From an optimization exercise on the open Yosys and OpenROAD flow, aimed at small area; shortcuts taken in it are not production practice.
The RTL was checked by simulation tests, not by an equivalence proof against the original design.
Power and IR drop assume default switching activity.

==> module RNG, before the edit <==
module RNG(
    input               CLK,
    input               RST,
    input               RND_IN,
    output reg [7:0]    OUT,
    output reg          WE,
    input               FULL
);
reg [7:0]           RND_DAT;
reg [2:0]           RND_SHIFT;
reg                 RND_CNT;
reg                 tog;
reg                 rd;
reg                 rd_ok;
reg                 init;
reg [10:0]          C;
wire                h    = C[0];
wire [3:0]          Q    = C[4:1];
wire [3:0]          G    = C[8:5];
wire                warm = C[10];
wire                P    = RND_CNT;
reg [7:0]           sbuf;        
reg [3:0]           sc;          
reg                 sact;        
wire edge_in  = RND_IN && !tog;
wire done     = warm && G[3];
wire cons     = !init && !done && rd;
wire cap      = cons && h;
wire cap_last = cap && (Q == 4'd12) && (G == 4'd7);
wire step     = init && !FULL;
wire mix      = init && FULL && rd;
wire [7:0] RP = RND_DAT ^ {8{P}};
wire       SP = sbuf[0] ^ P;
always @(posedge CLK)
begin
    if (!RST) begin
        rd_ok <= 0;
        init <= 0;
        WE <= 0;
    end else begin
        rd_ok <= cons | mix;
        WE <= step;
        if (done)
            init <= 1;
    end
end
always @(posedge CLK)
begin
    if (!RST)
        C <= 0;
    else if (edge_in && RND_SHIFT == 0 && !warm)
        C <= C + 1;
    else if (cons) begin
        C[0] <= !h;
        if (h) begin
            if (Q == 4'd12) begin
                C[4:1] <= 0;
                C[8:5] <= G + 1;
            end else
                C[4:1] <= Q + 1;
        end
    end else if (mix)
        C[4:1] <= Q + 1;
end
always @(posedge CLK)
begin
    if (!RST) begin
        RND_SHIFT <= 0;
        tog <= 0;
        rd <= 0;
        RND_CNT <= 0;
        RND_DAT <= 0;
    end else begin
        RND_CNT <= !RND_CNT;
        if (rd_ok)
            rd <= 0;
        if (RND_IN == 0) begin
            tog <= 0;
        end else if (tog == 0) begin
            tog <= 1;
            RND_SHIFT <= RND_SHIFT + 1;
            RND_DAT[RND_SHIFT] <= RND_DAT[RND_SHIFT] ^ RND_CNT;
            if (RND_SHIFT == 0 && warm)
                rd <= 1;
        end
    end
end
always @(posedge CLK)
begin
    if (!RST)
        sact <= 0;
    else if (cap)
        sact <= 1;
    else if (sc == 4'd15)
        sact <= 0;
end
always @(posedge CLK)
begin
    sc <= cap ? 4'd0 : sc + 4'd1;
    sbuf <= cap ? RND_DAT : {sbuf[0], sbuf[7:1]};
end
wire [7:0] o_bit;
genvar g;
generate
for (g = 0; g < 8; g = g + 1) begin : gen
    localparam [3:0] B1 = (g % 4 == 0) ? 3 : (g % 4 == 1) ? 1 : (g % 4 == 2) ? 0 : 7;
    localparam [3:0] B2 = (g % 4 == 0) ? 4 : (g % 4 == 1) ? 6 : (g % 4 == 2) ? 2 : 0;
    reg [63:0] r0;
    reg [64:0] r1;
    reg [65:0] r2;
    wire here  = sact && (G == g) && (Q != 0);
    wire here12 = sact && (G == g + 1) && (Q == 0);
    wire s0 = here && (Q <= 4'd4);
    wire s1 = here && ((Q >= 4'd5 && Q <= 4'd8) || (Q == 4'd9 && sc == B1));
    wire s2 = (here && ((Q == 4'd9 && !sc[3]) || Q >= 4'd10)) ||
              (g != 7 && here12 && (!sc[3] || sc == B2 + 8 || sc == B2 + 9));
    wire sel = r2[0] ^ P;
    wire e2 = step || s2;
    wire e0 = (step && !sel) || s0;
    wire e1 = (step && sel) || s1;
    wire m0 = mix && (Q == g);
    wire m1 = mix && (Q == g + 8);
    wire h0 = !(e0 || m0);
    wire h1 = !(e1 || m1);
    wire f0 = r0[0] ^ r0[1] ^ r0[3] ^ r0[4];
    wire f1 = r1[0] ^ r1[18];
    wire f2 = r2[0] ^ r2[1] ^ r2[9] ^ r2[10];
    assign o_bit[g] = r0[0] ^ r1[0];
    wire [63:0] n0 = {init ? f0 ^ P : SP, r0[63:1]};
    wire [64:0] n1 = {init ? f1 ^ P : SP, r1[64:1]};
    always @(posedge CLK) begin
        r0[63:10] <= ~(e0 ? n0[63:10] : r0[63:10]);
        r0[1:0]   <= ~(e0 ? n0[1:0]   : r0[1:0]);
        r0[9:2]   <= ~(({8{e0}} & n0[9:2]) | ({8{m0}} & RP) | ({8{h0}} & r0[9:2]));
        r1[64:10] <= ~(e1 ? n1[64:10] : r1[64:10]);
        r1[1:0]   <= ~(e1 ? n1[1:0]   : r1[1:0]);
        r1[9:2]   <= ~(({8{e1}} & n1[9:2]) | ({8{m1}} & RP) | ({8{h1}} & r1[9:2]));
    end
    if (g != 7) begin : l2
        wire [65:0] n2 = {init ? f2 ^ P : SP, r2[65:1]};
        always @(posedge CLK)
            r2 <= ~(e2 ? n2 : r2);
    end else begin : l2
        wire [55:0] n2l = {init ? r2[56] : SP, r2[55:1]};
        wire [9:0]  n2h = {f2 ^ P, r2[65:57]};
        always @(posedge CLK) begin
            r2[55:0] <= ~(e2 ? n2l : r2[55:0]);
            r2[65:56] <= ~(cap_last ? {RP[1:0], RP} : e2 ? n2h : r2[65:56]);
        end
    end
end
endgenerate
always @(posedge CLK)
    OUT <= o_bit;
endmodule
==> flow/config.mk <==
export PLATFORM = sky130hd
export DESIGN_NAME = RNG
export DESIGN_NICKNAME = RNG
export VERILOG_FILES = /design/flow/design.v
export SDC_FILE = /design/flow/constraint.sdc
export NUM_CORES = 4
export LEC_CHECK = 0
export CAP_MARGIN = 20
export CORE_MARGIN = 2
export CORE_UTILIZATION = 55
export CTS_BUF_LIST = sky130_fd_sc_hd__clkbuf_8
export CTS_CLUSTER_DIAMETER = 60
export CTS_CLUSTER_SIZE = 18
export PLACE_DENSITY = 0.7
export SLEW_MARGIN = 20
==> flow/constraint.sdc <==
create_clock -name core_clock -period 5.0 [get_ports {CLK}]
set_input_delay 1.0000 -clock core_clock [delete_from_list [all_inputs] [get_ports {CLK}]]
set_output_delay 1.0000 -clock core_clock [all_outputs]
set_load 0.01 [all_outputs]
standard.sh (not shown) runs the stock make flow with config.mk's settings and CLKGATE_MAP_FILE= SYNTH_SCRIPT=/design/flow/synth_recipe.tcl, a recipe that flattens the netlist after the stock synthesis.
==> flow/flow/run.sh <==
#!/bin/bash
# Standard layout, with one extra step between synthesis and floorplan:
# flow/remap.py maps each 2:1 mux of the synthesized netlist (mostly the
# flip-flops' next-state muxes) to an OR-AND-invert cell with a shared
# select inverter, which is smaller than the mux cell ABC picks.
# Registers and the rest of the flow are the standard ones.
set -euo pipefail
R=orfs/results/sky130hd/RNG/base

bash standard.sh synth > synth.log 2>&1
cp $R/1_2_yosys.v 1_2_yosys.orig.v
python3 flow/remap.py $R/1_2_yosys.v > remap.log 2>&1
rm -f $R/1_synth.odb $R/1_synth.sdc
bash standard.sh > layout.log 2>&1
Other scripts of this flow, unchanged in this note and not shown: flow/flow/remap.py
The baseline went through all stages and came out clean.
Rerun with:
--- a/flow/design.v
+++ b/flow/design.v
@@ -119,25 +119,23 @@
     wire e2 = step || s2;
     wire e0 = (step && !sel) || s0;
     wire e1 = (step && sel) || s1;
     wire m0 = mix && (Q == g);
     wire m1 = mix && (Q == g + 8);
-    wire h0 = !(e0 || m0);
-    wire h1 = !(e1 || m1);
     wire f0 = r0[0] ^ r0[1] ^ r0[3] ^ r0[4];
     wire f1 = r1[0] ^ r1[18];
     wire f2 = r2[0] ^ r2[1] ^ r2[9] ^ r2[10];
     assign o_bit[g] = r0[0] ^ r1[0];
     wire [63:0] n0 = {init ? f0 ^ P : SP, r0[63:1]};
     wire [64:0] n1 = {init ? f1 ^ P : SP, r1[64:1]};
     always @(posedge CLK) begin
         r0[63:10] <= ~(e0 ? n0[63:10] : r0[63:10]);
         r0[1:0]   <= ~(e0 ? n0[1:0]   : r0[1:0]);
-        r0[9:2]   <= ~(({8{e0}} & n0[9:2]) | ({8{m0}} & RP) | ({8{h0}} & r0[9:2]));
+        r0[9:2]   <= ~(e0 ? n0[9:2]   : m0 ? RP : r0[9:2]);
         r1[64:10] <= ~(e1 ? n1[64:10] : r1[64:10]);
         r1[1:0]   <= ~(e1 ? n1[1:0]   : r1[1:0]);
-        r1[9:2]   <= ~(({8{e1}} & n1[9:2]) | ({8{m1}} & RP) | ({8{h1}} & r1[9:2]));
+        r1[9:2]   <= ~(e1 ? n1[9:2]   : m1 ? RP : r1[9:2]);
     end
     if (g != 7) begin : l2
         wire [65:0] n2 = {init ? f2 ^ P : SP, r2[65:1]};
         always @(posedge CLK)
             r2 <= ~(e2 ? n2 : r2);
Cell count went up slightly.
Design area went up slightly.
Clock skew went down by 0.015 ns.
Maximum frequency went up by a little under a tenth.
Setup slack gains 0.27 ns.
Clock power went up slightly.
Flip-flop and latch count is unchanged.
Total power went up slightly.
Sequential share of layout area went down by 0.20 points.
Synthesized cell count went up slightly.

## separate check: timing with driven ports
The flow's constraints put no driver on any port. The routed layouts listed below were extracted and timed again, unchanged, in two steps. Step 1 assumes that a clkbuf_16 drives the clock port and a buf_2 every other input. Step 2 times the ports against the registers' clock, not the clock port: input delays grow and output delays shrink by t, the midpoint of the rising clock arrivals with the driver on. a / b / c = ideal ports / drivers / drivers and shift; a / b = the first two.
run	shift t [ns]	setup WS [ns]	worst hold slack (ns)	worst register clock-pin slew, ns
the first run	0.797	1.231 / 1.231 / 0.923	0.407 / 0.407 / 0.407	0.11 / 0.11
the second run	0.796	1.500 / 1.500 / 0.988	0.419 / 0.419 / 0.419	0.11 / 0.11
After both steps setup and hold are still met in every run listed. For the second run, which loses most, drivers alone change the setup slack by 0.000 ns; drivers and shift together by -0.512 ns.
